What follows belongs to an exercise in optimizing a design on an open flow for a short achievable clock period and few clock cycles; a production flow would make more cautious choices. In this exercise RTL edits were held to simulation tests only and were not proved equivalent to the original. Power and IR drop assume default switching activity.

## design.v

```verilog
`timescale 1ns / 1ps
module Risc_16_bit(
 input clk,
 input rst,
 output [15:0] imem_addr,
 input  [15:0] imem_data,
 output        dmem_we,
 output [2:0]  dmem_addr,
 output [15:0] dmem_wdata
);
 integer i;
 reg [7:0]  pc;
 reg [15:0] rf  [0:7];
 reg [15:0] mem [0:7];
 reg [15:0] e_a, e_b;          
 reg [15:0] e_m [0:7];         
 reg [2:0]  e_dst;             
 reg        e_we;              
 reg        e_add, e_sub, e_not, e_sll, e_srl, e_and, e_or, e_slt, e_lw;
 reg        e_sw, e_beq, e_bne, e_pred;
 reg [2:0]  e_imm;             
 reg [7:0]  e_alt;             
 reg [15:0] w_res;
 reg [2:0]  w_dst;
 reg        w_we;
 assign imem_addr = {7'd0, pc, 1'b0};
 wire [15:0] ins = imem_data;
 wire [3:0]  op  = ins[15:12];
 wire [2:0]  rs  = ins[11:9];
 wire [2:0]  rt  = ins[8:6];
 wire f_j   = (op == 4'b1101);
 wire f_beq = (op == 4'b1011);
 wire f_bne = (op == 4'b1100);
 wire f_lw  = (op == 4'b0000);
 wire f_sw  = (op == 4'b0001);
 wire f_rtype = !(f_j | f_beq | f_bne | f_lw | f_sw);
 wire f_pred = f_bne | (f_beq & ins[5]);
 wire [7:0] pc1   = pc + 8'd1;
 wire [5:0] t_lo;
 wire       t_c;
 ks_add #(6) tadd (.x(pc1[5:0]), .y(ins[5:0]), .ci(1'b0), .s(t_lo), .co(t_c));
 wire [1:0] h0 = pc1[7:6];
 wire [1:0] hp = pc1[7:6] + 2'd1;
 wire [1:0] hm = pc1[7:6] - 2'd1;
 wire [1:0] t_hi = ins[5] ? (t_c ? h0 : hm) : (t_c ? hp : h0);
 wire [7:0] f_tgt = {t_hi, t_lo};
 wire eq = (e_a == e_b);
 wire e_taken = (e_beq & eq) | (e_bne & ~eq);
 wire e_mis = (e_beq | e_bne) & (e_taken != e_pred);
 wire s_j   = ~e_mis & f_j;
 wire s_tgt = ~e_mis & ~f_j & f_pred;
 wire s_seq = ~e_mis & ~f_j & ~f_pred;
 wire [7:0] pc_next = ({8{e_mis}} & e_alt) | ({8{s_j}} & ins[7:0]) |
                      ({8{s_tgt}} & f_tgt) | ({8{s_seq}} & pc1);
 wire [15:0] res;
 wire fe_a = e_we & (e_dst == rs);
 wire fe_b = e_we & (e_dst == rt);
 wire fw_a = w_we & (w_dst == rs);
 wire fw_b = w_we & (w_dst == rt);
 wire [15:0] f_a = fe_a ? res : fw_a ? w_res : rf[rs];
 wire [15:0] f_b = fe_b ? res : fw_b ? w_res : rf[rt];
 wire [2:0]  ma = e_a[2:0] + e_imm;
 reg  [15:0] mem_nx [0:7];
 always @(*)
  for (i = 0; i < 8; i = i + 1)
   mem_nx[i] = (e_sw && ma == i) ? e_b : mem[i];
 always @(posedge clk) begin
  if (rst) begin
   pc <= 8'd0;
   e_we <= 1'b0;
   {e_add, e_sub, e_not, e_sll, e_srl, e_and, e_or, e_slt, e_lw} <= 9'd0;
   {e_sw, e_beq, e_bne} <= 3'd0;
   w_we <= 1'b0;
  end else begin
   pc <= pc_next;
   w_we <= e_we;
   if (e_mis) begin
    e_we <= 1'b0;
    {e_add, e_sub, e_not, e_sll, e_srl, e_and, e_or, e_slt, e_lw} <= 9'd0;
    {e_sw, e_beq, e_bne} <= 3'd0;
   end else begin
    e_we  <= f_lw | f_rtype;
    e_add <= (op == 4'b0010) | (op == 4'b1010) | (op == 4'b1110) | (op == 4'b1111);
    e_sub <= (op == 4'b0011);
    e_not <= (op == 4'b0100);
    e_sll <= (op == 4'b0101);
    e_srl <= (op == 4'b0110);
    e_and <= (op == 4'b0111);
    e_or  <= (op == 4'b1000);
    e_slt <= (op == 4'b1001);
    e_lw  <= f_lw;
    e_sw  <= f_sw;
    e_beq <= f_beq;
    e_bne <= f_bne;
   end
  end
 end
 always @(posedge clk) begin
  e_a <= f_a;
  e_b <= f_b;
  for (i = 0; i < 8; i = i + 1)
   e_m[i] <= mem_nx[(i + ins[2:0]) & 7];
  e_imm <= ins[2:0];
  e_alt <= f_pred ? pc1 : f_tgt;
  e_pred <= f_pred;
  e_dst <= f_lw ? rt : ins[5:3];
  w_res <= res;
  w_dst <= e_dst;
 end
 wire [15:0] a = e_a;
 wire [15:0] b = e_b;
 wire [15:0] sum, dif;
 wire        sco, dco;
 ks_add #(16) add_u (.x(a), .y(b),  .ci(1'b0), .s(sum), .co(sco));
 ks_add #(16) sub_u (.x(a), .y(~b), .ci(1'b1), .s(dif), .co(dco));
 wire        lt   = ~dco;             
 wire        big  = |b[15:4];
 wire [15:0] sh1  = {16{~big}} & (16'd1 << b[3:0]);
 reg  [15:0] shl, shr;
 integer k, j;
 always @(*) begin
  for (j = 0; j < 16; j = j + 1) begin
   shl[j] = 1'b0;
   shr[j] = 1'b0;
   for (k = 0; k < 16; k = k + 1) begin
    if (k <= j)     shl[j] = shl[j] | (sh1[k] & a[j-k]);
    if (j + k < 16) shr[j] = shr[j] | (sh1[k] & a[j+k]);
   end
  end
 end
 wire [15:0] ld = e_m[a[2:0]];
 assign res =
   ({16{e_add}} & sum) |
   ({16{e_sub}} & dif) |
   ({16{e_not}} & ~a) |
   ({16{e_sll}} & shl) |
   ({16{e_srl}} & shr) |
   ({16{e_and}} & (a & b)) |
   ({16{e_or}}  & (a | b)) |
   ({16{e_slt}} & {15'd0, lt}) |
   ({16{e_lw}}  & ld);
 assign dmem_we    = e_sw;
 assign dmem_addr  = ma;
 assign dmem_wdata = b;
 always @(posedge clk) begin
  if (rst) begin
   for (i = 0; i < 8; i = i + 1) begin
    rf[i]  <= 16'd0;
    mem[i] <= 16'd0;
   end
  end else begin
   if (w_we) rf[w_dst] <= w_res;
   for (i = 0; i < 8; i = i + 1)
    mem[i] <= mem_nx[i];
  end
 end
endmodule
`timescale 1ns / 1ps
module ks_add #(parameter W = 16) (
 input  [W-1:0] x,
 input  [W-1:0] y,
 input          ci,
 output [W-1:0] s,
 output         co
);
 localparam N = W + 1;
 localparam L = (N <= 2) ? 1 : (N <= 4) ? 2 : (N <= 8) ? 3 : (N <= 16) ? 4 : (N <= 32) ? 5 : 6;
 wire [N-1:0] g [0:L];
 wire [N-1:0] p [0:L];
 assign g[0] = {x & y, ci};
 assign p[0] = {x ^ y, 1'b0};
 genvar l, i;
 generate
  for (l = 0; l < L; l = l + 1) begin : lv
   for (i = 0; i < N; i = i + 1) begin : bt
    if (i >= (1 << l)) begin : m
     assign g[l+1][i] = g[l][i] | (p[l][i] & g[l][i-(1<<l)]);
     assign p[l+1][i] = p[l][i] & p[l][i-(1<<l)];
    end else begin : c
     assign g[l+1][i] = g[l][i];
     assign p[l+1][i] = p[l][i];
    end
   end
  end
 endgenerate
 assign s  = p[0][N-1:1] ^ g[L][N-2:0];
 assign co = g[L][N-1];
endmodule
```

## constraint.sdc

```tcl
create_clock -name core_clock -period 6.4 [get_ports {clk}]
set_input_delay 1.2800 -clock core_clock [delete_from_list [all_inputs] [get_ports {clk}]]
set_output_delay 1.2800 -clock core_clock [all_outputs]
set_load 0.01 [all_outputs]
```

## config.mk

```make
export PLATFORM = sky130hd
export DESIGN_NAME = Risc_16_bit
export DESIGN_NICKNAME = Risc_16_bit
export VERILOG_FILES = /design/flow/design.v
export SDC_FILE = /design/flow/constraint.sdc
export NUM_CORES = 4
export LEC_CHECK = 0
export ABC_CLOCK_PERIOD_IN_PS = 2000
export CAP_MARGIN = 20
export CORE_MARGIN = 2
export CORE_UTILIZATION = 40
export SETUP_SLACK_MARGIN = 4.0
export SLEW_MARGIN = 20
```

## run.sh

```bash
#!/bin/bash
# synth_recipe.tcl (not shown) runs the flow's synth.tcl, then flattens the netlist and writes it again
# the make line also repeats each setting of config.mk as NAME=value (left out here)
make -C /OpenROAD-flow-scripts/flow DESIGN_CONFIG=/design/flow/config.mk WORK_HOME=/design/flow/orfs CLKGATE_MAP_FILE= SYNTH_SCRIPT=/design/flow/synth_recipe.tcl finish
```

==> key figures, run 1 <==
Status
  • Status: timing/DRC/antenna clean

Global route
  • Aggregate global routing overflow: 0
  • Busiest metal layer after global routing: met2
  • Met3 Usage GRT: 14.2%
  • Met1 global-route usage: 47.8%
  • Antenna violations before repair: 7
  • Pin count of the biggest net entering global routing: 81
  • First-pass GRT wire length: 232,000 um
  • Global-route track usage on met2: 57.2%
  • GRT Overall Usage: 38.7%
  • Vias in the first global route: 33,000

Cells and area
  • Layout area overhead: 51.4%
  • Fill cells: 6,068
  • Layout cells sized above 1: 44.4%
  • Post-Layout Cell Count: 5,149
  • # nets final: 4,149
  • Final Util: 61.3%

Yosys
  • Count of cell types in the netlist: 98
  • Syn Inst Count: 3,518
  • Yosys top cell area share: 21.9%
  • Avg Inst Size Synth: 8.93 sq um
  • Post-Syn Area: 0.0314 sq mm
  • Ys flop type: dfxtp_1
  • Async set-reset flop share out of synthesis: 0%
  • Post-synth EDFFs: 128
  • Register area share after synthesis: 34.2%
  • Synth area leaders: dfxtp_1 (22%), edfxtp_1 (12%), mux4_2 (6.8%)
  • Cell type with the highest aggregate area in the netlist: dfxtp_1
  • Yosys reg bits: 472
  • Yosys Warn Count: 6

Floorplanning
  • Boundary Pins: 54
  • Core ar.: 0.0776 sq mm
  • Die area: 0.0808 sq mm
  • Chip height: 284 um
  • Initial Util: 40.5%
  • Overall die width: 284 um
  • Row count: 102

Routing
  • Routed Antenna Nets: 0
  • Routed length per instance: 33.0 um
  • Drt pass-1 iters: 22
  • Via density: 6.95
  • # DRC: 0
  • DRT iter0 DRCs: 6,583
  • Via Count: 35,800
  • Post-Route WL: 170,000 um

Placed design
  • HPWL after DPL: 91,000 um
  • Placed Cells incl. Taps: 4,370
  • Number of buffers added on ports: 45
  • GP Congestion: 1.05

Timing
  • Final TNS setup: 0 ns
  • Max Clock Skew: 0.0424 ns
  • Fmax: 0.292 GHz
  • Worst-margin pin slew: 1.30 ns
  • Unrepaired setup endpoints after global routing: true
  • Count of final setup violators: 0
  • Minimum clock period after layout: 3.42 ns
  • Tcrit/Tclk final: 53.5%
  • Max_slew headroom: 13.3%
  • Pins over their slew limit: 0
  • Final Hold Viols: 0

Job
  • Count of maximum capacitance violations: 0

Clock tree
  • CTS H-Tree Depth: 2
  • Clk latency of the worst-skew pair: 0.66 ns
  • TritonCTS clock tree: built
  • Clk buf depth: 3
  • Hold Buf Count CTS: 0
  • CTS clock-pin slew for the worst setup and hold paths: 0.06 ns
  • Clock root buffer: clkbuf_16
  • Num CTS Buffers: 54
  • Clock Sinks: 472

Critical path
  • Critical path arrival: 3.89 ns
  • Critical Path Source Type: register
  • CP endpoint kind: register
  • Kind of critical path: register to register
  • Critical Path Fanout Max: 3
  • CP Data Required Time: 6.87 ns

Pwr
  • Pwr Total: 10.4 mW
  • Leak: 18.0 nW
  • Cell Pwr Density: 219 mW/mm^2
  • Max rail drop VDD: 203 uV

Min path
  • Worst Hold Class: register to register
[logic make-up (layout without fill, tap and decap cells)]
kind of cell / after synthesis / in the layout / share of synthesized area (%)
and+or+nand+nor: 1087 / 1093 / 17.0
AOI/OAI and AO/OA: 1049 / 1052 / 23.0
DFF: 472 / 472 / 34.2
buffers and inverters: 421 / 988 / 5.56
muxes: 377 / 384 / 16.2
adders and majority gates: 68 / 68 / 2.78
xor gates and xnor gates: 43 / 43 / 1.25
other: 1 / 9 / 0.0119
[critical path, stage by stage, from the launching register on]
cell and delay, ns:
dfxtp_4 0.40, buf_6 0.15, buf_6 0.13, buf_12 0.14, buf_16 0.13, ha_4 0.17
fa_2 0.40, a211oi_2 0.28, o211ai_1 0.23, buf_4 0.21, buf_6 0.11, a21oi_4 0.11
a21oi_2 0.08, and2_4 0.17, o32ai_4 0.34, a41oi_2 0.17
[per-layer routing]
metal | share of wire [%] | vias up
met5 | 0.055 | -
met4 | 9.0 | 8
met3 | 15 | 1090
met2 | 41 | 3175
met1 | 35 | 17100
li1 | - | 14500
[flip-flops by register name, summed over array words and instances, names as in the netlist, 3 cells and up]
register	count
e_m	128
mem	128
rf	128
e_a	16
e_b	16
w_res	16
e_alt	8
pc	8
e_dst	3
e_imm	3
w_dst	3
[per-stage QoR]
stage | hold slack (ns) | instance area (sq um) | setup WS (ns)
floorplan | 0.375 | 33800 | 3.24
global placement | 0.403 | 33700 | 1.72
detailed placement | 0.401 | 33700 | 1.62
CTS | 0.383 | 43400 | 3.05
global route | 0.392 | 47600 | 2.91
finish | 0.400 | 47600 | 2.98
[cell type report]
type | count | area [sq um] | share of cell area [%]
multi-input cells | 2648 | 24100 | 50.7
well taps | 1040 | 1300 | 2.74
clock buffers | 72 | 1560 | 3.28
clock inverters | 29 | 289 | 0.608
flip-flops and latches | 472 | 10800 | 22.8
repair buffers | 806 | 8970 | 18.9
diodes | 1 | 2.50 | 0.00526
inverters | 81 | 470 | 0.989
[final timing paths]
check                           cells past startpoint  slack, ns        to  startpoint
worst max-delay path                               15       2.98   e_b[14]      e_a[0]
worst min-delay path                                0       0.40  w_dst[2]    e_dst[2]
worst max register to register                     15       2.98   e_b[14]      e_a[0]
worst min register to register                      0       0.40  w_dst[2]    e_dst[2]
[cell usage in the layout, fill, tap and decap left out, drive strengths merged, types with 47 or more instances in the layout]
cell and instances:
a21oi 235, o21ai 186, inv 70, edfxtp 128
a211oi 101, a221oi 64, mux2 103, o22ai 47
dfxtp 344, nor3 55, clkbuf 80, a22oi 75
ha 65, and2 135, nand3 60, nor2 399
mux2i 186, buf 784, nand2 234, mux4 95
[timing repair]
action | 4_1_cts | 5_1_grt
resized for setup | 872 | 519
buffers inserted | 417 | 218
cloned | 34 | 8
setup endpoints to repair | 522 | 370
pin swaps | 159 | 254
[cell usage after synthesis (29+ instances only)]
cell / count
nor2_1: 394
o22ai_1: 47
a32oi_1: 32
a221oi_1: 64
o21ai_0: 185
a21oi_1: 232
a22oi_1: 75
mux2i_1: 180
o211ai_1: 46
and2_1: 135
nor3_1: 53
edfxtp_1: 128
mux4_2: 95
a222oi_1: 46
nor2b_1: 30
a211oi_1: 101
inv_1: 72
mux2_2: 101
clkbuf_1: 249
dfxtp_1: 344
nand2_1: 233
nor4_1: 29
buf_2: 33
xnor2_1: 34
nand3_1: 60
buf_1: 33
ha_1: 65
[power by group]
| part | total (mW) | switching [mW] | internal (mW) |
|---|---|---|---|
| Combinational | 3.64 | 2.20 | 1.44 |
| Sequential | 3.46 | 0.191 | 3.27 |
| Clock | 3.31 | 1.46 | 1.85 |
Testbench counts, summed over its fixed seeds: cycles 24,956.
==> inputs of run 2 (changes only) <==
--- a/design.v
+++ b/design.v
@@ -14,4 +14,10 @@
  reg [15:0] mem [0:7];
  reg [15:0] e_a, e_b;          
+ reg [15:0] e_as;              
+ reg [15:0] e_bs;              
+ reg [15:0] e_nb;              
+ reg        e_ci;              
+ reg [2:0]  e_al;              
+ reg [15:0] e_bw;              
  reg [15:0] e_m [0:7];         
  reg [2:0]  e_dst;             
@@ -36,4 +42,8 @@
  wire f_rtype = !(f_j | f_beq | f_bne | f_lw | f_sw);
  wire f_pred = f_bne | (f_beq & ins[5]);
+ wire f_sll = (op == 4'b0101);
+ wire f_srl = (op == 4'b0110);
+ wire f_sub = (op == 4'b0011);
+ wire f_slt = (op == 4'b1001);
  wire [7:0] pc1   = pc + 8'd1;
  wire [5:0] t_lo;
@@ -60,9 +70,17 @@
  wire [15:0] f_a = fe_a ? res : fw_a ? w_res : rf[rs];
  wire [15:0] f_b = fe_b ? res : fw_b ? w_res : rf[rt];
- wire [2:0]  ma = e_a[2:0] + e_imm;
+ wire [2:0]  ma = e_al + e_imm;
  reg  [15:0] mem_nx [0:7];
  always @(*)
   for (i = 0; i < 8; i = i + 1)
-   mem_nx[i] = (e_sw && ma == i) ? e_b : mem[i];
+   mem_nx[i] = (e_sw && ma == i) ? e_bw : mem[i];
+ reg  [15:0] m_rot [0:7];
+ integer v, u;
+ always @(*)
+  for (v = 0; v < 8; v = v + 1) begin
+   m_rot[v] = 16'd0;
+   for (u = 0; u < 8; u = u + 1)
+    m_rot[v] = m_rot[v] | ({16{ins[2:0] == u}} & mem_nx[(v + u) % 8]);
+  end
  always @(posedge clk) begin
   if (rst) begin
@@ -82,11 +100,11 @@
     e_we  <= f_lw | f_rtype;
     e_add <= (op == 4'b0010) | (op == 4'b1010) | (op == 4'b1110) | (op == 4'b1111);
-    e_sub <= (op == 4'b0011);
+    e_sub <= f_sub;
     e_not <= (op == 4'b0100);
-    e_sll <= (op == 4'b0101);
-    e_srl <= (op == 4'b0110);
+    e_sll <= f_sll;
+    e_srl <= f_srl;
     e_and <= (op == 4'b0111);
     e_or  <= (op == 4'b1000);
-    e_slt <= (op == 4'b1001);
+    e_slt <= f_slt;
     e_lw  <= f_lw;
     e_sw  <= f_sw;
@@ -99,6 +117,12 @@
   e_a <= f_a;
   e_b <= f_b;
+  e_as <= (f_sll | f_srl) ? f_a : 16'd0;
+  e_bs <= (f_sll | f_srl) ? f_b : 16'd0;
+  e_nb <= (f_sub | f_slt) ? ~f_b : 16'd0;
+  e_ci <= f_sub | f_slt;
+  e_al <= (f_lw | f_sw) ? f_a[2:0] : 3'd0;
+  e_bw <= f_sw ? f_b : 16'd0;
   for (i = 0; i < 8; i = i + 1)
-   e_m[i] <= mem_nx[(i + ins[2:0]) & 7];
+   e_m[i] <= m_rot[i];
   e_imm <= ins[2:0];
   e_alt <= f_pred ? pc1 : f_tgt;
@@ -113,8 +137,8 @@
  wire        sco, dco;
  ks_add #(16) add_u (.x(a), .y(b),  .ci(1'b0), .s(sum), .co(sco));
- ks_add #(16) sub_u (.x(a), .y(~b), .ci(1'b1), .s(dif), .co(dco));
+ ks_add #(16) sub_u (.x(a), .y(e_nb), .ci(e_ci), .s(dif), .co(dco));
  wire        lt   = ~dco;             
- wire        big  = |b[15:4];
- wire [15:0] sh1  = {16{~big}} & (16'd1 << b[3:0]);
+ wire        big  = |e_bs[15:4];
+ wire [15:0] sh1  = {16{~big}} & (16'd1 << e_bs[3:0]);
  reg  [15:0] shl, shr;
  integer k, j;
@@ -124,10 +148,10 @@
    shr[j] = 1'b0;
    for (k = 0; k < 16; k = k + 1) begin
-    if (k <= j)     shl[j] = shl[j] | (sh1[k] & a[j-k]);
-    if (j + k < 16) shr[j] = shr[j] | (sh1[k] & a[j+k]);
-   end
-  end
- end
- wire [15:0] ld = e_m[a[2:0]];
+    if (k <= j)     shl[j] = shl[j] | (sh1[k] & e_as[j-k]);
+    if (j + k < 16) shr[j] = shr[j] | (sh1[k] & e_as[j+k]);
+   end
+  end
+ end
+ wire [15:0] ld = e_m[e_al];
  assign res =
    ({16{e_add}} & sum) |
@@ -142,5 +166,5 @@
  assign dmem_we    = e_sw;
  assign dmem_addr  = ma;
- assign dmem_wdata = b;
+ assign dmem_wdata = e_bw;
  always @(posedge clk) begin
   if (rst) begin
==> key figures, run 2 <==
Timing
  • Count of final setup violators: 0
  • Tcrit/Tclk final: 49.9%
  • Pins over their slew limit: 0
  • Final Hold Viols: 0
  • Max_slew headroom: 15.9%
  • Setup ws final: 3.20 ns
  • Minimum clock period after layout: 3.20 ns
  • Final TNS setup: 0 ns
  • Unrepaired setup endpoints after global routing: true
  • Fmax: 0.313 GHz
  • Max Clock Skew: 0.0306 ns
  • Worst-margin pin slew: 1.26 ns

Yosys
  • Register area share after synthesis: 39.6%
  • Ys flop type: dfxtp_1
  • Post-synth EDFFs: 128
  • Post-Syn Area: 0.0305 sq mm
  • Count of cell types in the netlist: 86
  • Yosys reg bits: 540
  • Yosys Warn Count: 7
  • Async set-reset flop share out of synthesis: 0%
  • Cell type with the highest aggregate area in the netlist: dfxtp_1
  • Yosys top cell area share: 27.0%
  • Avg Inst Size Synth: 8.89 sq um
  • Synth top cells by count: o22ai_1 (530), nor2_1 (506), dfxtp_1 (412)
  • Most frequent cell after synthesis: o22ai_1
  • Syn Inst Count: 3,433
  • Synth area leaders: dfxtp_1 (27%), edfxtp_1 (13%), o22ai_1 (11%)

Clock tree
  • CTS clock-pin slew for the worst setup and hold paths: 0.06 ns
  • Clock Sinks: 540
  • CTS H-Tree Depth: 2
  • Clk latency of the worst-skew pair: 0.65 ns
  • Clk buf depth: 3
  • TritonCTS clock tree: built
  • Num CTS Buffers: 56
  • Hold Buf Count CTS: 0
  • Clock root buffer: clkbuf_16

Critical path
  • Critical Path Source Type: register
  • Critical Path Fanout Max: 3
  • CP endpoint kind: output port
  • Kind of critical path: register to output port
  • Crit path largest cell delay: 0.37 ns
  • CP Data Required Time: 5.12 ns
  • CP top delay family: adder cells
  • Critical path arrival: 1.92 ns
  • Critical-path cell list: ha_4 > fa_2 > xor2_4 > inv_4 > buf_6
  • CP bufs+invs: 2
  • Slowest cell on the critical path: dfxtp_4
  • Setup slack, reg-to-reg: 3.29 ns

Routing
  • DRT iter0 DRCs: 4,592
  • # DRC: 0
  • Drt pass-1 iters: 13
  • Routed length per instance: 27.1 um
  • Post-Route WL: 130,000 um
  • Via density: 6.76
  • Routed Antenna Nets: 0
  • Via Count: 32,500

Pwr
  • Leak: 15.8 nW
  • Combinational share of power: 18.2%
  • Pwr Total: 8.73 mW
  • Switching part of the total: 29.0%
  • Max rail drop VDD: 196 uV
  • Seq pwr share: 42.7%
  • Psw: 2.53 mW
  • Clock share of power: 39.1%
  • Internal power: 6.20 mW
  • Cell Pwr Density: 198 mW/mm^2

Floorplanning
  • Row count: 101
  • Overall die width: 280 um
  • Chip height: 280 um
  • Core ar.: 0.0757 sq mm
  • Die area: 0.0786 sq mm
  • Boundary Pins: 54
  • Initial Util: 40.3%

Cells and area
  • Commonest non-fill, non-tap cell in the layout: nor2_1
  • Largest regs: e_m: 128 flops, mem: 128 flops, rf: 128 flops
  • Layout cells sized above 1: 34.9%
  • Fill cells: 5,957
  • Layout area overhead: 44.4%
  • # nets final: 3,865
  • Most frequent cells in the layout: nor2_1 (480), o22ai_1 (455), dfxtp_1 (351)

Global route
  • Vias in the first global route: 28,700
  • Pin count of the biggest net entering global routing: 129
  • Antenna violations before repair: 1
  • Aggregate global routing overflow: 0
  • First-pass GRT wire length: 183,000 um
  • GRT Overall Usage: 30.0%

Job
  • Count of maximum capacitance violations: 0

Placed design
  • Pre-CTS setup slack: 2.13 ns
  • GP Congestion: 0.922
  • HPWL after DPL: 66,400 um
  • Number of buffers added on ports: 45

Min path
  • Worst Hold Class: register to register

Status
  • Status: timing/DRC/antenna clean
run 2: cell count changes after synthesis, sizes merged, moves of 35 or more:
cell	before	now
o22ai	47	530
a21oi	232	81
nor2	397	511
o21ai	186	78
mux2	101	15
dfxtp	344	412
a211oi	101	39
a22oi	75	27
a221oi	64	17
nand3	60	106
a222oi	46	5
nor3	55	20
run 2: worst reg2reg max path: stages, from the launching register on:
cell	delay, ns
dfxtp_4	0.37
ha_4	0.16
fa_2	0.37
xor2_4	0.21
buf_4	0.15
buf_6	0.09
buf_6	0.11
nand2_4	0.07
nor2_4	0.17
buf_12	0.15
buf_16	0.14
buf_12	0.12
buf_4	0.11
mux2i_4	0.32
o22ai_1	0.12
nor2_1	0.19
nand2_1	0.14
run 2: logic make-up after synthesis:
group                      Yosys count  synth area share, %
adders and majority gates           60                 2.56
xor gates and xnor gates            51                 1.46
muxes                              271                 12.4
and+or+nand+nor                   1184                 18.4
AOI/OAI and AO/OA                  945                 20.5
DFF                                540                 39.6
buffers and inverters              381                 5.13
other                                1               0.0123
run 2: metrics by stage:
step / cell area (sq um) / util, % / std cells / hold slack (ns)
after floorplan: 32300 / - / 3440 / 0.375
after global placement: 32800 / 43.3 / 4225 / 0.395
after detailed placement: 32800 / 43.3 / 4225 / 0.395
after CTS: 40400 / 53.4 / 4638 / 0.403
after global routing: 44100 / 58.3 / 4810 / 0.407
final: 44100 / 58.3 / 4811 / 0.400
run 2: power groups by stage:
stage               Clock (mW)  Sequential, mW  Combinational [mW]
finish                    3.41            3.73                1.59
global route              3.56            3.74                1.67
CTS                       3.43            3.72                1.44
detailed placement           0            3.81                1.12
global placement             0            3.81                1.12
floorplan                    0            3.74               0.847
run 2: what timing repair did:
action | 4_1_cts | 5_1_grt
setup endpoints to repair | 511 | 423
cloned | 55 | 48
pin swaps | 141 | 306
setup buffers | 255 | 124
resized for setup | 777 | 341
run 2: per-layer routing:
layer | vias to the layer above | wire (um) | GRT usage [%]
li1 | 13800 | - | -
met2 | 2563 | 58400 | 47.7
met3 | 662 | 15200 | 6.06
met4 | 2 | 7160 | 9.53
met5 | - | 17 | 0
met1 | 15500 | 49500 | 40.9
run 2: area by class of cell:
class                   count  area [sq um]  area share, %
multi-input cells        2614         22900           51.9
flip-flops and latches    540         12300           27.8
repair buffers            495          5490           12.5
clock buffers              86          1700           3.85
well taps                 978          1220           2.77
inverters                  80           325          0.738
clock inverters            17           224          0.508
diodes                      1          2.50        0.00567
run 2: path summary, 6_finish.rpt:
kind	end	startpoint	cells after the start
hold reg to reg	w_dst[2]	e_dst[2]	0
setup / recovery	dmem_addr[2]	e_al[0]	5
setup reg to reg	e_m[4][13]	e_al[0]	16
hold / removal	w_dst[2]	e_dst[2]	0
Testbench counts of run 2, summed over its fixed seeds: cycles 24,956.
==> inputs of run 3 (changes only) <==
--- a/design.v
+++ b/design.v
@@ -5,7 +5,7 @@
  output [15:0] imem_addr,
  input  [15:0] imem_data,
- output        dmem_we,
- output [2:0]  dmem_addr,
- output [15:0] dmem_wdata
+ output reg        dmem_we,
+ output reg [2:0]  dmem_addr,
+ output reg [15:0] dmem_wdata
 );
  integer i;
@@ -20,5 +20,5 @@
  reg [2:0]  e_al;              
  reg [15:0] e_bw;              
- reg [15:0] e_m [0:7];         
+ reg [2:0]  e_tw [0:7];        
  reg [2:0]  e_dst;             
  reg        e_we;              
@@ -71,16 +71,8 @@
  wire [15:0] f_b = fe_b ? res : fw_b ? w_res : rf[rt];
  wire [2:0]  ma = e_al + e_imm;
- reg  [15:0] mem_nx [0:7];
+ reg  [7:0]  msel;
  always @(*)
   for (i = 0; i < 8; i = i + 1)
-   mem_nx[i] = (e_sw && ma == i) ? e_bw : mem[i];
- reg  [15:0] m_rot [0:7];
- integer v, u;
- always @(*)
-  for (v = 0; v < 8; v = v + 1) begin
-   m_rot[v] = 16'd0;
-   for (u = 0; u < 8; u = u + 1)
-    m_rot[v] = m_rot[v] | ({16{ins[2:0] == u}} & mem_nx[(v + u) % 8]);
-  end
+   msel[i] = (e_al == e_tw[i]);
  always @(posedge clk) begin
   if (rst) begin
@@ -115,4 +107,6 @@
  end
  always @(posedge clk) begin
+  dmem_addr  <= ma;
+  dmem_wdata <= e_bw;
   e_a <= f_a;
   e_b <= f_b;
@@ -124,5 +118,5 @@
   e_bw <= f_sw ? f_b : 16'd0;
   for (i = 0; i < 8; i = i + 1)
-   e_m[i] <= m_rot[i];
+   e_tw[i] <= i[2:0] - ins[2:0];
   e_imm <= ins[2:0];
   e_alt <= f_pred ? pc1 : f_tgt;
@@ -153,5 +147,10 @@
   end
  end
- wire [15:0] ld = e_m[e_al];
+ reg  [15:0] ld;
+ always @(*) begin
+  ld = 16'd0;
+  for (i = 0; i < 8; i = i + 1)
+   ld = ld | ({16{msel[i]}} & mem[i]);
+ end
  assign res =
    ({16{e_add}} & sum) |
@@ -164,7 +163,4 @@
    ({16{e_slt}} & {15'd0, lt}) |
    ({16{e_lw}}  & ld);
- assign dmem_we    = e_sw;
- assign dmem_addr  = ma;
- assign dmem_wdata = e_bw;
  always @(posedge clk) begin
   if (rst) begin
@@ -173,8 +169,10 @@
     mem[i] <= 16'd0;
    end
+   dmem_we <= 1'b0;
   end else begin
+   dmem_we <= e_sw;
    if (w_we) rf[w_dst] <= w_res;
    for (i = 0; i < 8; i = i + 1)
-    mem[i] <= mem_nx[i];
+    if (e_sw & msel[i]) mem[i] <= e_bw;
   end
  end
==> flow/run.sh (new file) <==
#!/bin/bash
# The standard layout, with one synthesis change: no full/half adder cells
# (ADDER_MAP_FILE empty), so that ABC maps the adders as plain logic.
set -euo pipefail
bash standard.sh ADDER_MAP_FILE= finish > standard.log 2>&1
==> standard.sh (new file) <==
#!/bin/bash
# synth_recipe.tcl (not shown) runs the flow's synth.tcl, then flattens the netlist and writes it again
# the make line also repeats each setting of config.mk as NAME=value (left out here)
make -C /OpenROAD-flow-scripts/flow DESIGN_CONFIG=/design/flow/config.mk WORK_HOME=/design/flow/orfs CLKGATE_MAP_FILE= SYNTH_SCRIPT=/design/flow/synth_recipe.tcl "${@:-finish}"
removed: run.sh
==> key figures, run 3 <==
Status
  • Status: timing/DRC/antenna clean

Timing
  • Minimum clock period after layout: 2.91 ns
  • Fmax: 0.344 GHz
  • Tcrit/Tclk final: 45.4%
  • Max Clock Skew: 0.0233 ns
  • Setup ws final: 3.49 ns
  • Unrepaired setup endpoints after global routing: true
  • Max_slew headroom: 29.1%
  • Pins over their slew limit: 0
  • Count of final setup violators: 0
  • Final TNS setup: 0 ns
  • Worst-margin pin slew: 1.06 ns
  • Final Hold Viols: 0

Routing
  • Routed Antenna Nets: 0
  • Via density: 6.10
  • Via Count: 20,900
  • DRT iter0 DRCs: 1,945
  • Drt pass-1 iters: 8
  • Post-Route WL: 83,000 um
  • # DRC: 0
  • Routed length per instance: 24.2 um

Global route
  • First-pass GRT wire length: 123,000 um
  • Pin count of the biggest net entering global routing: 94
  • Aggregate global routing overflow: 0
  • Vias in the first global route: 20,000
  • Antenna violations before repair: 0
  • GRT Overall Usage: 26.6%

Placed design
  • Number of buffers added on ports: 45
  • Pre-CTS setup slack: 2.22 ns
  • HPWL after DPL: 50,200 um
  • GP Congestion: 0.928

Yosys
  • Async set-reset flop share out of synthesis: 0%
  • Yosys top cell area share: 27.3%
  • Post-Syn Area: 0.0231 sq mm
  • Register area share after synthesis: 43.9%
  • Yosys Warn Count: 5
  • Synth area leaders: dfxtp_1 (27%), edfxtp_1 (17%), mux4_2 (6.2%)
  • Count of cell types in the netlist: 87
  • Avg Inst Size Synth: 9.23 sq um
  • Synth top cells by count: dfxtp_1 (315), nand2_1 (250), a21oi_1 (198)
  • Yosys reg bits: 443
  • Ys flop type: dfxtp_1
  • Cell type with the highest aggregate area in the netlist: dfxtp_1
  • Syn Inst Count: 2,502
  • Post-synth EDFFs: 128
  • Most frequent cell after synthesis: dfxtp_1

Pwr
  • Clock share of power: 36.9%
  • Switching part of the total: 29.1%
  • Internal power: 5.28 mW
  • Max rail drop VDD: 247 uV
  • Combinational share of power: 19.5%
  • Seq pwr share: 43.5%
  • Psw: 2.16 mW
  • Leak: 10.9 nW
  • Cell Pwr Density: 250 mW/mm^2
  • Pwr Total: 7.44 mW

Cells and area
  • Largest regs: mem: 128 flops, rf: 128 flops
  • Most frequent cells in the layout: dfxtp_1 (256), nand2_1 (241), buf_4 (185)
  • Fill cells: 5,048
  • # nets final: 2,642
  • Layout cells sized above 1: 31.0%
  • Multi-input logic area: 0.0138 sq mm
  • FF/Latch Area: 0.0103 sq mm
  • Layout area overhead: 29.0%
  • Commonest non-fill, non-tap cell in the layout: dfxtp_1
  • N_diodes: 0

Clock tree
  • CTS H-Tree Depth: 2
  • CTS clock-pin slew for the worst setup and hold paths: 0.07 ns
  • Clk latency of the worst-skew pair: 0.58 ns
  • Num CTS Buffers: 45
  • Hold Buf Count CTS: 0
  • Clock Sinks: 443
  • Clk buf depth: 3
  • TritonCTS clock tree: built
  • Clock root buffer: clkbuf_16

Critical path
  • CP Data Required Time: 6.83 ns
  • Critical Path Source Type: register
  • CP endpoint kind: register
  • Kind of critical path: register to register
  • Critical path arrival: 3.34 ns
  • Critical Path Fanout Max: 11

Floorplanning
  • Overall die width: 244 um
  • Initial Util: 40.3%
  • Core ar.: 0.0574 sq mm
  • Boundary Pins: 54
  • Die area: 0.0597 sq mm
  • Row count: 88
  • Chip height: 244 um

Job
  • Count of maximum capacitance violations: 0

Min path
  • Worst Hold Class: register to register
-- run 3: cell count changes after synthesis, sizes merged, moves of 25 or more --
cell / change
o22ai: -520
nor2: -350
mux2i: -133
a21oi: +120
dfxtp: -97
nand3: +70
a22oi: +64
clkbuf: -60
ha: -56
xnor2: +41
inv: -25
-- run 3: worst max-delay path: stages (launching register included) --
cell,delay (ns)
dfxtp_4,0.40
xnor2_2,0.16
and3_4,0.23
buf_6,0.17
a22oi_2,0.13
nand4_1,0.18
a221o_1,0.41
a221o_1,0.29
a221o_1,0.37
a21o_1,0.25
nor2b_1,0.15
-- run 3: what timing repair did --
item                       CTS  global route
setup endpoints to repair  465           219
pin swaps                  133           112
gates cloned                 8             6
buffers inserted           158            55
gates resized for setup    545           152
-- run 3: worst paths after layout --
check	from	end	slack [ns]	cells past startpoint
max reg2reg	e_al[1]	e_bw[5]	3.49	10
min	e_dst[0]	w_dst[0]	0.40	0
max	e_al[1]	e_bw[5]	3.49	10
min reg2reg	e_dst[0]	w_dst[0]	0.40	0
-- run 3: area by class of cell --
cell class	instances	area share, %
timing repair buffer	312	10.3
multi-input combinational	1769	46.1
clock inverter	22	0.646
clock buffer	62	4.51
inverter	53	0.676
sequential	443	34.5
tap	765	3.21
-- run 3: kinds of logic after synthesis --
family          after synthesis  share of synthesized area (%)
buf+inv                     300                           5.23
xor+xnor                    106                           4.02
simple gates                938                           20.4
fa+ha+maj                    14                          0.612
compound gates              569                           16.6
flops                       443                           43.9
other cells                   1                         0.0162
mux                         131                           9.25
-- run 3: power groups by stage --
stage / combinational (mW) / clock, mW / sequential (mW)
6_report: 1.45 / 2.75 / 3.24
3_3_place_gp: 0.928 / 0 / 3.27
4_1_cts: 1.28 / 2.77 / 3.22
2_1_floorplan: 0.778 / 0 / 3.14
3_5_place_dp: 0.936 / 0 / 3.28
5_1_grt: 1.53 / 2.89 / 3.25
-- run 3: per-layer routing --
layer / GRT usage, % / vias to the layer above / wire length, um
met5: 0 / - / 0
met4: 11.5 / 0 / 3760
met3: 4.47 / 239 / 6960
met2: 43.1 / 1109 / 38900
met1: 35.2 / 10200 / 33400
li1: - / 9312 / -
-- run 3: stage by stage --
stage	area [sq um]	util (%)	hold WS (ns)	cells
finish	29800	52.0	0.405	3426
global route	29800	52.0	0.414	3426
CTS	28700	50.0	0.403	3365
detailed placement	24000	41.9	0.391	3115
global placement	24000	41.9	0.386	3114
floorplan	23600	-	0.329	2509
Testbench counts of run 3, summed over its fixed seeds: cycles 25,148.
==> inputs of run 4 (changes only) <==
--- a/config.mk
+++ b/config.mk
@@ -9,5 +9,6 @@
 export CAP_MARGIN = 20
 export CORE_MARGIN = 2
-export CORE_UTILIZATION = 40
+export CORE_UTILIZATION = 60
+export PLACE_DENSITY = 0.75
 export SETUP_SLACK_MARGIN = 4.0
 export SLEW_MARGIN = 20
==> key figures, run 4 <==
Yosys
  • Post-synth EDFFs: 128
  • Synth area leaders: dfxtp_1 (27%), edfxtp_1 (17%), mux4_2 (6.2%)
  • Avg Inst Size Synth: 9.23 sq um
  • Syn Inst Count: 2,502
  • Synth top cells by count: dfxtp_1 (315), nand2_1 (250), a21oi_1 (198)
  • Yosys Warn Count: 5
  • Most frequent cell after synthesis: dfxtp_1
  • Count of cell types in the netlist: 87
  • Ys flop type: dfxtp_1
  • Cell type with the highest aggregate area in the netlist: dfxtp_1
  • Yosys reg bits: 443
  • Post-Syn Area: 0.0231 sq mm
  • Register area share after synthesis: 43.9%
  • Async set-reset flop share out of synthesis: 0%
  • Yosys top cell area share: 27.3%

Clock tree
  • Clk latency of the worst-skew pair: 0.59 ns
  • TritonCTS clock tree: built
  • CTS clock-pin slew for the worst setup and hold paths: 0.06 ns
  • Clk buf depth: 3
  • Clock root buffer: clkbuf_16
  • Clock Sinks: 443
  • CTS H-Tree Depth: 2
  • Num CTS Buffers: 45

Critical path
  • Slowest cell on the critical path: dfxtp_4
  • Most Frequent Cell on Critical Path: a221o_1
  • Critical-path cell list: xnor2_1 > and3_4 > buf_12 > a22oi_2 > nand4_1 > a221o_1 > a221o_1 > a221o_1 > a21o_1 > nor2b_1
  • Reg-to-reg endpoint: e_bs[5]
  • Critical Path Fanout Max: 17
  • Critical Path Source Type: register
  • RR Startpoint: e_al[2]
  • CP endpoint kind: register
  • Setup slack, reg-to-reg: 3.32 ns
  • Reg2Reg Depth: 10
  • Critical path arrival: 3.51 ns
  • CP Data Required Time: 6.84 ns
  • Kind of critical path: register to register
  • CP top delay family: compound AO/OA/AOI/OAI gates
  • CP bufs+invs: 1
  • Crit path largest cell delay: 0.48 ns

Timing
  • Count of final setup violators: 0
  • Worst-margin pin slew: 1.13 ns
  • Fmax: 0.325 GHz
  • Pins over their slew limit: 0
  • Minimum clock period after layout: 3.08 ns
  • Final Hold Viols: 0
  • Tcrit/Tclk final: 48.1%
  • Max_slew headroom: 24.3%
  • Max Clock Skew: 0.0269 ns
  • Unrepaired setup endpoints after global routing: true
  • Final TNS setup: 0 ns
  • Hold Slack: 0.439 ns

Routing
  • # DRC: 0
  • Post-Route WL: 93,000 um
  • Drt pass-1 iters: 10
  • Via Count: 23,200
  • DRT iter0 DRCs: 3,982
  • Routed Antenna Nets: 0
  • Via density: 7.24
  • Routed length per instance: 29.0 um

Min path
  • Worst hold stages: 0
  • Worst Hold Class: register to register
  • Worst hold path startpoint: e_dst[0]
  • Hold Crit Endpoint: w_dst[0]

Placed design
  • Number of buffers added on ports: 45
  • GP Congestion: 0.997
  • HPWL after DPL: 48,300 um
  • DP Area: 0.0237 sq mm

Cells and area
  • Largest regs: mem: 128 flops, rf: 128 flops
  • Design area: 0.0300 sq mm
  • Layout area overhead: 29.9%
  • Most frequent cells in the layout: dfxtp_1 (261), nand2_1 (241), buf_4 (185)
  • Commonest non-fill, non-tap cell in the layout: dfxtp_1
  • # nets final: 2,672
  • Fill cells: 2,080
  • Layout cells sized above 1: 32.8%
  • Final Util: 79.5%

Floorplanning
  • Boundary Pins: 54
  • Chip height: 200 um
  • Row count: 71
  • Overall die width: 200 um
  • Initial Util: 61.2%
  • Die area: 0.0401 sq mm
  • Core ar.: 0.0378 sq mm

Pwr
  • Leak: 11.1 nW
  • Max rail drop VDD: 273 uV
  • Cell Pwr Density: 256 mW/mm^2

Global route
  • Pin count of the biggest net entering global routing: 87
  • GRT Overall Usage: 42.7%
  • Antenna violations before repair: 1
  • Aggregate global routing overflow: 0
  • Vias in the first global route: 21,900
  • First-pass GRT wire length: 132,000 um

Status
  • Status: timing/DRC/antenna clean

Job
  • Count of maximum capacitance violations: 0
-- run 4: cell count changes in the layout (fill, tap and decap cells not counted), sizes merged, moves of 2 or more --
| cell | change |
|---|---|
| clkbuf | -2 |
| clkinv | -3 |
| buf | +31 |
| inv | -3 |
| bufinv | +2 |
| bufbuf | +2 |
-- run 4: per-stage QoR --
step                setup WS, ns  cells  power (mW)
floorplan                   3.24   2509        3.92
global placement            2.19   2853        4.19
detailed placement          2.25   2853        4.21
CTS                         3.46   3129        7.38
global route                3.29   3201        7.84
finish                      3.32   3202        7.69
-- run 4: power by group --
group          total [mW]  switching, mW  internal, mW  leakage (nW)
Combinational        1.59          0.874         0.715          6.42
Clock                2.83           1.16          1.67         0.789
Sequential           3.27          0.251          3.02          3.92
Total                7.69           2.29          5.40          11.1
-- run 4: what timing repair did --
action,4_1_cts,5_1_grt
endpoints found under the setup margin,481,252
gates resized for setup,617,135
hold buffers,0,0
pin swaps,148,113
cloned,13,5
endpoints found under the hold margin,0,0
buffers inserted,180,67
-- run 4: cells by family after synthesis --
logic type                 after synthesis  synth area share [%]
and+or+nand+nor                        938                  20.4
AOI/OAI and AO/OA                      569                  16.6
DFF                                    443                  43.9
buffers and inverters                  300                  5.23
muxes                                  131                  9.25
xor gates and xnor gates               106                  4.02
adders and majority gates               14                 0.612
other                                    1                0.0162
-- run 4: how the worst max path moves through the flow --
| stage | from | to | slack [ns] | depth (start not counted) |
|---|---|---|---|---|
| floorplan | imem_data[0] | pc[6] | 3.24 | 10 |
| global placement | imem_data[8] | e_nb[4] | 2.19 | 8 |
| detailed placement | imem_data[1] | pc[6] | 2.25 | 10 |
| CTS | e_al[2] | e_bs[5] | 3.46 | 10 |
| global route | e_bs[8] | e_as[15] | 3.29 | 12 |
| finish | e_al[2] | e_bs[5] | 3.32 | 10 |
-- run 4: cell type report --
class	count	area, sq um	area share, %
tap	511	639	2.13
sequential	443	10300	34.3
clock buffer	66	1350	4.50
inverter	53	201	0.671
multi-input combinational	1772	13800	46.1
clock inverter	17	223	0.742
antenna	1	2.50	0.00834
timing repair buffer	339	3480	11.6
-- run 4: metal layers --
| metal | GRT usage [%] | wire, um |
|---|---|---|
| met5 | 0 | 0 |
| met4 | 25.5 | 7080 |
| met3 | 12.0 | 13100 |
| met2 | 66.1 | 40900 |
| met1 | 53.5 | 31800 |
==> inputs of run 5 (changes only) <==
--- a/design.v
+++ b/design.v
@@ -19,5 +19,4 @@
  reg        e_ci;              
  reg [2:0]  e_al;              
- reg [15:0] e_bw;              
  reg [2:0]  e_tw [0:7];        
  reg [2:0]  e_dst;             
@@ -108,5 +107,5 @@
  always @(posedge clk) begin
   dmem_addr  <= ma;
-  dmem_wdata <= e_bw;
+  dmem_wdata <= e_b;
   e_a <= f_a;
   e_b <= f_b;
@@ -116,5 +115,4 @@
   e_ci <= f_sub | f_slt;
   e_al <= (f_lw | f_sw) ? f_a[2:0] : 3'd0;
-  e_bw <= f_sw ? f_b : 16'd0;
   for (i = 0; i < 8; i = i + 1)
    e_tw[i] <= i[2:0] - ins[2:0];
@@ -135,32 +133,45 @@
  wire        big  = |e_bs[15:4];
  wire [15:0] sh1  = {16{~big}} & (16'd1 << e_bs[3:0]);
- reg  [15:0] shl, shr;
- integer k, j;
- always @(*) begin
-  for (j = 0; j < 16; j = j + 1) begin
-   shl[j] = 1'b0;
-   shr[j] = 1'b0;
-   for (k = 0; k < 16; k = k + 1) begin
-    if (k <= j)     shl[j] = shl[j] | (sh1[k] & e_as[j-k]);
-    if (j + k < 16) shr[j] = shr[j] | (sh1[k] & e_as[j+k]);
-   end
-  end
- end
- reg  [15:0] ld;
- always @(*) begin
-  ld = 16'd0;
-  for (i = 0; i < 8; i = i + 1)
-   ld = ld | ({16{msel[i]}} & mem[i]);
- end
- assign res =
-   ({16{e_add}} & sum) |
-   ({16{e_sub}} & dif) |
-   ({16{e_not}} & ~a) |
-   ({16{e_sll}} & shl) |
-   ({16{e_srl}} & shr) |
-   ({16{e_and}} & (a & b)) |
-   ({16{e_or}}  & (a | b)) |
-   ({16{e_slt}} & {15'd0, lt}) |
-   ({16{e_lw}}  & ld);
+ wire [15:0] shl, shr, ld;
+ genvar gj, gk;
+ generate
+  for (gj = 0; gj < 16; gj = gj + 1) begin : shb
+   wire [15:0] tl, tr;
+   for (gk = 0; gk < 16; gk = gk + 1) begin : t
+    if (gk <= gj) begin : l
+     assign tl[gk] = sh1[gk] & e_as[gj-gk];
+    end else begin : lz
+     assign tl[gk] = 1'b0;
+    end
+    if (gj + gk < 16) begin : r
+     assign tr[gk] = sh1[gk] & e_as[gj+gk];
+    end else begin : rz
+     assign tr[gk] = 1'b0;
+    end
+   end
+   assign shl[gj] = |tl;
+   assign shr[gj] = |tr;
+  end
+  for (gj = 0; gj < 16; gj = gj + 1) begin : ldb
+   wire [7:0] tm;
+   for (gk = 0; gk < 8; gk = gk + 1) begin : t
+    assign tm[gk] = msel[gk] & mem[gk][gj];
+   end
+   assign ld[gj] = |tm;
+  end
+  for (gj = 0; gj < 16; gj = gj + 1) begin : rb
+   wire [8:0] tr;
+   assign tr[0] = e_add & sum[gj];
+   assign tr[1] = e_sub & dif[gj];
+   assign tr[2] = e_not & ~a[gj];
+   assign tr[3] = e_sll & shl[gj];
+   assign tr[4] = e_srl & shr[gj];
+   assign tr[5] = e_and & a[gj] & b[gj];
+   assign tr[6] = e_or & (a[gj] | b[gj]);
+   assign tr[7] = (gj == 0) ? (e_slt & lt) : 1'b0;
+   assign tr[8] = e_lw & ld[gj];
+   assign res[gj] = |tr;
+  end
+ endgenerate
  always @(posedge clk) begin
   if (rst) begin
@@ -174,5 +185,5 @@
    if (w_we) rf[w_dst] <= w_res;
    for (i = 0; i < 8; i = i + 1)
-    if (e_sw & msel[i]) mem[i] <= e_bw;
+    if (e_sw & msel[i]) mem[i] <= e_b;
   end
  end
--- a/config.mk
+++ b/config.mk
@@ -9,6 +9,5 @@
 export CAP_MARGIN = 20
 export CORE_MARGIN = 2
-export CORE_UTILIZATION = 60
-export PLACE_DENSITY = 0.75
+export CORE_UTILIZATION = 40
 export SETUP_SLACK_MARGIN = 4.0
 export SLEW_MARGIN = 20
==> key figures, run 5 <==
Status
  • Status: timing/DRC/antenna clean

Timing
  • Pins over their slew limit: 0
  • Max_slew headroom: 30.9%
  • Minimum clock period after layout: 3.14 ns
  • Worst-margin pin slew: 1.04 ns
  • Unrepaired setup endpoints after global routing: true
  • Tcrit/Tclk final: 49.0%
  • Final Hold Viols: 0
  • Count of final setup violators: 0
  • Fmax: 0.319 GHz
  • Max Clock Skew: 0.0388 ns
  • Final TNS setup: 0 ns

Critical path
  • Setup slack, reg-to-reg: 3.26 ns
  • Critical Path Source Type: register
  • CP Data Required Time: 6.90 ns
  • Critical path arrival: 3.64 ns
  • Critical Path Fanout Max: 27
  • RR Startpoint: e_bs[0]
  • Kind of critical path: register to register
  • Crit path to: w_res[8]
  • Reg2Reg Depth: 11
  • Critical Path Start: e_bs[0]
  • CP endpoint kind: register
  • Reg-to-reg endpoint: w_res[8]

Pwr
  • Psw: 2.25 mW
  • Switching part of the total: 30.4%
  • Clock share of power: 37.3%
  • Seq pwr share: 42.8%
  • Combinational share of power: 19.8%
  • Leak: 10.7 nW
  • Max rail drop VDD: 230 uV
  • Internal power: 5.14 mW
  • Cell Pwr Density: 250 mW/mm^2

Floorplanning
  • Initial Util: 40.5%
  • Boundary Pins: 54
  • Row count: 88
  • Overall die width: 245 um
  • Chip height: 245 um
  • Die area: 0.0602 sq mm
  • Core ar.: 0.0576 sq mm

Global route
  • Met1 global-route usage: 34.1%
  • Aggregate global routing overflow: 0
  • Antenna violations before repair: 0
  • Busiest metal layer after global routing: met2
  • GRT Overall Usage: 27.4%
  • Met3 Usage GRT: 5.63%
  • Pin count of the biggest net entering global routing: 98
  • First-pass GRT wire length: 127,000 um
  • Vias in the first global route: 20,700
  • Global-route track usage on met2: 45.3%

Yosys
  • Avg Inst Size Synth: 9.19 sq um
  • Yosys top cell area share: 25.7%
  • Cell type with the highest aggregate area in the netlist: dfxtp_1
  • Post-Syn Area: 0.0233 sq mm
  • Synth top cells by count: dfxtp_1 (299), nand2_1 (231), a21oi_1 (194)
  • Ys flop type: dfxtp_1
  • Most frequent cell after synthesis: dfxtp_1
  • Yosys reg bits: 427
  • Yosys Warn Count: 5
  • Synth area leaders: dfxtp_1 (26%), edfxtp_1 (17%), mux4_2 (6.3%)
  • Async set-reset flop share out of synthesis: 0%
  • Register area share after synthesis: 42.2%
  • Post-synth EDFFs: 128
  • Count of cell types in the netlist: 95
  • Syn Inst Count: 2,534

Clock tree
  • Clock root buffer: clkbuf_16
  • Num CTS Buffers: 47
  • Hold Buf Count CTS: 0
  • Clk buf depth: 3
  • CTS H-Tree Depth: 2
  • Clk latency of the worst-skew pair: 0.61 ns
  • CTS clock-pin slew for the worst setup and hold paths: 0.07 ns
  • TritonCTS clock tree: built
  • Clock Sinks: 427

Cells and area
  • Final Util: 51.3%
  • # nets final: 2,656
  • N_diodes: 0
  • Commonest non-fill, non-tap cell in the layout: dfxtp_1
  • Most frequent cells in the layout: dfxtp_1 (241), nand2_1 (215), a21oi_1 (177)
  • Fill cells: 5,086
  • Largest regs: mem: 128 flops, rf: 128 flops
  • Layout cells sized above 1: 28.6%
  • Layout area overhead: 26.7%

Placed design
  • HPWL after DPL: 51,700 um
  • GP Congestion: 0.961
  • Number of buffers added on ports: 45

Job
  • Count of maximum capacitance violations: 0

Routing
  • Drt pass-1 iters: 7
  • Routed Antenna Nets: 0
  • Via Count: 21,300
  • DRT iter0 DRCs: 2,814
  • Routed length per instance: 24.6 um
  • # DRC: 0
  • Via density: 6.20
  • Post-Route WL: 84,700 um

Min path
  • Worst Hold Class: register to register
[run 5: cell types whose count changed in the layout (fill, tap and decap cells not counted), sizes merged, moves of 11 or more]
cell / change
nand2: -19
o21ai: +20
mux2i: +21
a21o: -13
o211ai: +20
nor4: +11
o22ai: +13
a211oi: -18
buf: -47
dfxtp: -16
[run 5: cell type report]
class	count	area (sq um)	area share [%]
inverters	61	235	0.797
clock buffers	65	1350	4.56
well taps	765	957	3.24
clock inverters	22	218	0.737
repair buffers	281	2740	9.27
multi-input cells	1820	14000	47.5
flip-flops and latches	427	10000	33.9
[run 5: worst min path at each step]
stage	startpoint	endpoint	depth (start not counted)	slack, ns
after floorplan	e_b[13]	dmem_wdata[13]	0	0.33
after global routing	e_dst[2]	w_dst[2]	0	0.42
after global placement	e_dst[2]	w_dst[2]	0	0.39
final	e_dst[2]	w_dst[2]	0	0.40
after CTS	e_dst[2]	w_dst[2]	0	0.40
after detailed placement	e_dst[2]	w_dst[2]	0	0.40
[run 5: metal layers]
metal | part of all wire (%) | routed length [um]
met4 | 4.8 | 4070
met1 | 39 | 33200
met2 | 47 | 40200
met5 | 0 | 0
met3 | 8.5 | 7210
[run 5: cell families after synthesis]
family,after synthesis,share of synthesized area [%]
and+or+nand+nor,928,20.3
AOI/OAI and AO/OA,612,17.7
DFF,427,42.2
buffers and inverters,297,5.18
muxes,151,10.1
xor gates and xnor gates,109,4.10
adders and majority gates,9,0.392
other,1,0.0161
[run 5: through the flow]
| step | instance area, sq um | hold WS [ns] | setup slack, ns | total power, mW | instances |
|---|---|---|---|---|---|
| 2_1_floorplan | 24000 | 0.329 | 3.25 | 3.91 | 2541 |
| 3_3_place_gp | 24500 | 0.393 | 2.40 | 4.23 | 3168 |
| 3_5_place_dp | 24500 | 0.400 | 2.35 | 4.25 | 3168 |
| 4_1_cts | 28600 | 0.404 | 3.41 | 7.25 | 3398 |
| 5_1_grt | 29500 | 0.423 | 3.14 | 7.63 | 3441 |
| 6_report | 29500 | 0.402 | 3.26 | 7.39 | 3441 |
[run 5: worst max-delay path, stage by stage, from the launching register on]
cell and delay, ns:
dfxtp_4 0.38, buf_4 0.13, or2_2 0.17, nor4_4 0.06, buf_6 0.19, and2_1 0.24
a22oi_2 0.44, nand3_2 0.21, a2111o_1 0.54, a221oi_4 0.42, inv_1 0.11, buf_4 0.15
[run 5: power groups by stage]
stage / combinational (mW) / sequential, mW / clock [mW]
3_5_place_dp: 1.03 / 3.22 / 0
5_1_grt: 1.54 / 3.18 / 2.90
2_1_floorplan: 0.854 / 3.06 / 0
6_report: 1.47 / 3.16 / 2.76
4_1_cts: 1.30 / 3.16 / 2.79
3_3_place_gp: 1.02 / 3.21 / 0
[run 5: timing repair]
item | CTS | global route
resized for setup | 483 | 128
setup buffers | 135 | 40
endpoints found under the setup margin | 421 | 145
pin swaps | 96 | 86
gates cloned | 8 | 3
Testbench counts of run 5, summed over its fixed seeds: cycles 25,148.
==> inputs of run 6 (changes only) <==
--- a/design.v
+++ b/design.v
@@ -46,12 +46,18 @@
  wire f_slt = (op == 4'b1001);
  wire [7:0] pc1   = pc + 8'd1;
- wire [5:0] t_lo;
- wire       t_c;
- ks_add #(6) tadd (.x(pc1[5:0]), .y(ins[5:0]), .ci(1'b0), .s(t_lo), .co(t_c));
- wire [1:0] h0 = pc1[7:6];
- wire [1:0] hp = pc1[7:6] + 2'd1;
- wire [1:0] hm = pc1[7:6] - 2'd1;
- wire [1:0] t_hi = ins[5] ? (t_c ? h0 : hm) : (t_c ? hp : h0);
- wire [7:0] f_tgt = {t_hi, t_lo};
+ reg [3:0] lo_k [0:7];         
+ reg [4:0] h0_k [0:7];         
+ reg [4:0] h1_k [0:7];         
+ integer q;
+ always @(*)
+  for (q = 0; q < 8; q = q + 1) begin
+   lo_k[q] = {1'b0, pc1[2:0]} + q[3:0];
+   h0_k[q] = pc1[7:3] + {{2{q[2]}}, q[2:0]};
+   h1_k[q] = pc1[7:3] + {{2{q[2]}}, q[2:0]} + 5'd1;
+  end
+ wire [3:0] t_lo = lo_k[ins[2:0]];
+ wire [4:0] t_h0 = h0_k[ins[5:3]];
+ wire [4:0] t_h1 = h1_k[ins[5:3]];
+ wire [7:0] f_tgt = {t_lo[3] ? t_h1 : t_h0, t_lo[2:0]};
  wire eq = (e_a == e_b);
  wire e_taken = (e_beq & eq) | (e_bne & ~eq);
@@ -132,5 +138,7 @@
  wire        lt   = ~dco;             
  wire        big  = |e_bs[15:4];
- wire [15:0] sh1  = {16{~big}} & (16'd1 << e_bs[3:0]);
+ wire [15:0] sh1  = 16'd1 << e_bs[3:0];
+ wire        sll_ok = e_sll & ~big;
+ wire        srl_ok = e_srl & ~big;
  wire [15:0] shl, shr, ld;
  genvar gj, gk;
@@ -165,6 +173,6 @@
    assign tr[1] = e_sub & dif[gj];
    assign tr[2] = e_not & ~a[gj];
-   assign tr[3] = e_sll & shl[gj];
-   assign tr[4] = e_srl & shr[gj];
+   assign tr[3] = sll_ok & shl[gj];
+   assign tr[4] = srl_ok & shr[gj];
    assign tr[5] = e_and & a[gj] & b[gj];
    assign tr[6] = e_or & (a[gj] | b[gj]);
--- a/config.mk
+++ b/config.mk
@@ -9,5 +9,6 @@
 export CAP_MARGIN = 20
 export CORE_MARGIN = 2
-export CORE_UTILIZATION = 40
+export CORE_UTILIZATION = 60
+export PLACE_DENSITY = 0.75
 export SETUP_SLACK_MARGIN = 4.0
 export SLEW_MARGIN = 20
==> key figures, run 6 <==
Critical path
  • Setup slack, reg-to-reg: 3.42 ns
  • Critical Path Fanout Max: 7
  • Crit path largest cell delay: 0.59 ns
  • CP endpoint kind: register
  • CP top delay family: compound AO/OA/AOI/OAI gates
  • Slowest cell on the critical path: mux2i_2
  • RR Startpoint: e_bs[0]
  • Critical Path Source Type: register
  • Critical path arrival: 3.49 ns
  • CP bufs+invs: 3
  • Reg2Reg Depth: 9
  • Critical-path cell list: buf_12 > buf_4 > mux2i_2 > o32ai_2 > a311oi_2 > o221ai_2 > a21oi_2 > inv_2 > mux2_2
  • Kind of critical path: register to register
  • Reg-to-reg endpoint: e_a[10]
  • CP Data Required Time: 6.90 ns

Global route
  • Busiest metal layer after global routing: met2
  • Met3 Usage GRT: 11.8%
  • Global-route track usage on met2: 67.1%
  • Vias in the first global route: 21,900
  • Antenna violations before repair: 2
  • Met1 global-route usage: 50.9%
  • Pin count of the biggest net entering global routing: 98
  • GRT Overall Usage: 42.2%
  • First-pass GRT wire length: 133,000 um
  • Aggregate global routing overflow: 0

Cells and area
  • FF/Latch Area: 0.0100 sq mm
  • # nets final: 2,757
  • Multi-input logic area: 0.0150 sq mm
  • Fill cells: 2,336
  • Design area: 0.0310 sq mm
  • Layout area overhead: 30.4%
  • Most frequent cells in the layout: dfxtp_1 (239), nand2_1 (236), buf_4 (201)
  • Final Util: 79.8%
  • Layout cells sized above 1: 33.7%
  • Commonest non-fill, non-tap cell in the layout: dfxtp_1
  • Post-Layout Cell Count: 3,291
  • Largest regs: mem: 128 flops, rf: 128 flops

Routing
  • Via Count: 23,400
  • Routed Antenna Nets: 0
  • Drt pass-1 iters: 12
  • Post-Route WL: 93,700 um
  • Routed length per instance: 28.5 um
  • # DRC: 0
  • DRT iter0 DRCs: 3,397
  • Via density: 7.11

Timing
  • Max_slew headroom: 34.9%
  • Final TNS setup: 0 ns
  • Pins over their slew limit: 0
  • Count of final setup violators: 0
  • Hold Slack: 0.452 ns
  • Tcrit/Tclk final: 46.6%
  • Fmax: 0.335 GHz
  • Minimum clock period after layout: 2.98 ns
  • Worst-margin pin slew: 0.974 ns
  • Unrepaired setup endpoints after global routing: true
  • Max Clock Skew: 0.0232 ns
  • Setup ws final: 3.42 ns
  • Final Hold Viols: 0

Status
  • Status: timing/DRC/antenna clean

Yosys
  • Synth top cells by count: dfxtp_1 (299), nand2_1 (253), a21oi_1 (221)
  • Yosys top cell area share: 25.1%
  • Post-Syn Area: 0.0238 sq mm
  • Cell type with the highest aggregate area in the netlist: dfxtp_1
  • Ys flop type: dfxtp_1
  • Most frequent cell after synthesis: dfxtp_1
  • Post-synth EDFFs: 128
  • Syn Inst Count: 2,607
  • Yosys reg bits: 427
  • Synth area leaders: dfxtp_1 (25%), edfxtp_1 (16%), mux4_2 (6.3%)
  • Avg Inst Size Synth: 9.13 sq um
  • Yosys Warn Count: 7
  • Register area share after synthesis: 41.3%
  • Count of cell types in the netlist: 98
  • Async set-reset flop share out of synthesis: 0%

Floorplanning
  • Row count: 72
  • Initial Util: 61.2%
  • Overall die width: 203 um
  • Chip height: 203 um
  • Boundary Pins: 54
  • Core ar.: 0.0389 sq mm
  • Die area: 0.0413 sq mm

Placed design
  • HPWL after DPL: 49,100 um
  • Placed Cells incl. Taps: 2,946
  • GP Congestion: 1.02
  • DP Area: 0.0242 sq mm
  • Pre-CTS setup slack: 2.20 ns
  • Number of buffers added on ports: 45

Min path
  • Worst hold path startpoint: e_alt[1]
  • Worst Hold Class: register to register
  • Hold Crit Endpoint: pc[1]
  • Worst hold stages: 2

Clock tree
  • Clk latency of the worst-skew pair: 0.62 ns
  • CTS H-Tree Depth: 2
  • Num CTS Buffers: 44
  • Clock Sinks: 427
  • Clock root buffer: clkbuf_16
  • Hold Buf Count CTS: 0
  • Clk buf depth: 3
  • TritonCTS clock tree: built
  • CTS clock-pin slew for the worst setup and hold paths: 0.07 ns

Pwr
  • Leak: 11.4 nW
  • Pwr Total: 7.53 mW
  • Cell Pwr Density: 243 mW/mm^2
  • Max rail drop VDD: 291 uV

Job
  • Count of maximum capacitance violations: 0
run 6: where the power goes:
| group | leakage [nW] | internal, mW | switching [mW] |
|---|---|---|---|
| clock network | 0.748 | 1.58 | 1.14 |
| registers | 3.80 | 2.93 | 0.260 |
| logic | 6.81 | 0.731 | 0.886 |
run 6: layer usage:
metal / wire, um / vias up / part of all wire, %
met5: 281 / - / 0.30
li1: - / 9815 / -
met4: 8100 / 8 / 8.6
met1: 31700 / 11100 / 34
met3: 12100 / 575 / 13
met2: 41600 / 1871 / 44
run 6: worst register-to-register path, cell delays in order, from the launching register on:
cell and delay, ns:
dfxtp_4 0.41, buf_12 0.15, buf_4 0.14, mux2i_2 0.59, o32ai_2 0.34, a311oi_2 0.39
o221ai_2 0.17, a21oi_2 0.26, inv_2 0.13, mux2_2 0.30
run 6: logic make-up after synthesis:
logic type	share of synthesized area (%)
buffers and inverters	5.52
muxes	11.0
adders and majority gates	0.384
other	0.0158
and+or+nand+nor	19.4
DFF	41.3
AOI/OAI and AO/OA	18.5
xor gates and xnor gates	3.86
run 6: worst max path at each step:
stage / start / end / slack (ns) / cells after the start
after floorplan: imem_data[1] / pc[6] / 3.23 / 9
after CTS: e_a[4] / e_as[8] / 3.61 / 8
after global routing: e_bs[0] / e_a[10] / 3.42 / 9
after global placement: imem_data[5] / pc[6] / 2.29 / 9
final: e_bs[0] / e_a[10] / 3.42 / 9
after detailed placement: imem_data[5] / pc[6] / 2.20 / 9
run 6: what timing repair did:
| action | in CTS | in global routing |
|---|---|---|
| hold endpoints to repair | 0 | 0 |
| setup endpoints to repair | 401 | 138 |
| buffers inserted | 164 | 76 |
| gates resized for setup | 641 | 207 |
| pin swaps | 128 | 97 |
| cloned | 18 | 7 |
run 6: cell type report:
class,count,area share (%)
Inverter,54,0.718
Multi-Input combinational cell,1872,48.3
Tap cell,518,2.09
Sequential cell,427,32.2
Clock buffer,59,4.00
Antenna cell,1,0.00806
Timing Repair Buffer,340,11.7
Clock inverter,20,0.907
Testbench counts of run 6, summed over its fixed seeds: cycles 25,148.

re-timing with driven ports:
The results above use ideal ports. As a check the final layouts listed here were re-extracted and re-timed, cells and wires unchanged.
Step 1 (the two cells are an assumption about what drives the block):
set clk [get_ports {clk}]
set_driving_cell -lib_cell sky130_fd_sc_hd__clkbuf_16 $clk
set_driving_cell -lib_cell sky130_fd_sc_hd__buf_2 [delete_from_list [all_inputs] $clk]
Step 2 also shifts input and output timing later by t, the mid clock arrival at the registers, as if the neighbouring blocks saw the same clock.
a / b / c = no drivers / after step 1 / after step 2; a / b = the first two.
run | t (ns) | setup slack, ns | worst setup path after step 2 | clock arrival spread, ns
run 1 | 0.713 | 2.976 / 2.949 / 2.441 | input to register | 0.045 / 0.044
run 2 | 0.698 | 3.203 / 3.139 / 2.902 | input to register | 0.031 / 0.032
run 3 | 0.631 | 3.493 / 3.493 / 2.984 | input to register | 0.023 / 0.024
run 4 | 0.637 | 3.324 / 3.324 / 2.828 | input to register | 0.033 / 0.033
run 5 | 0.655 | 3.265 / 3.265 / 3.006 | input to register | 0.040 / 0.041
run 6 | 0.668 | 3.417 / 3.417 / 2.987 | input to register | 0.028 / 0.028
After both steps every run listed still meets setup and hold. The setup slack of run 1, which loses most, moves by -0.027 ns with the drivers and by -0.535 ns with both steps.
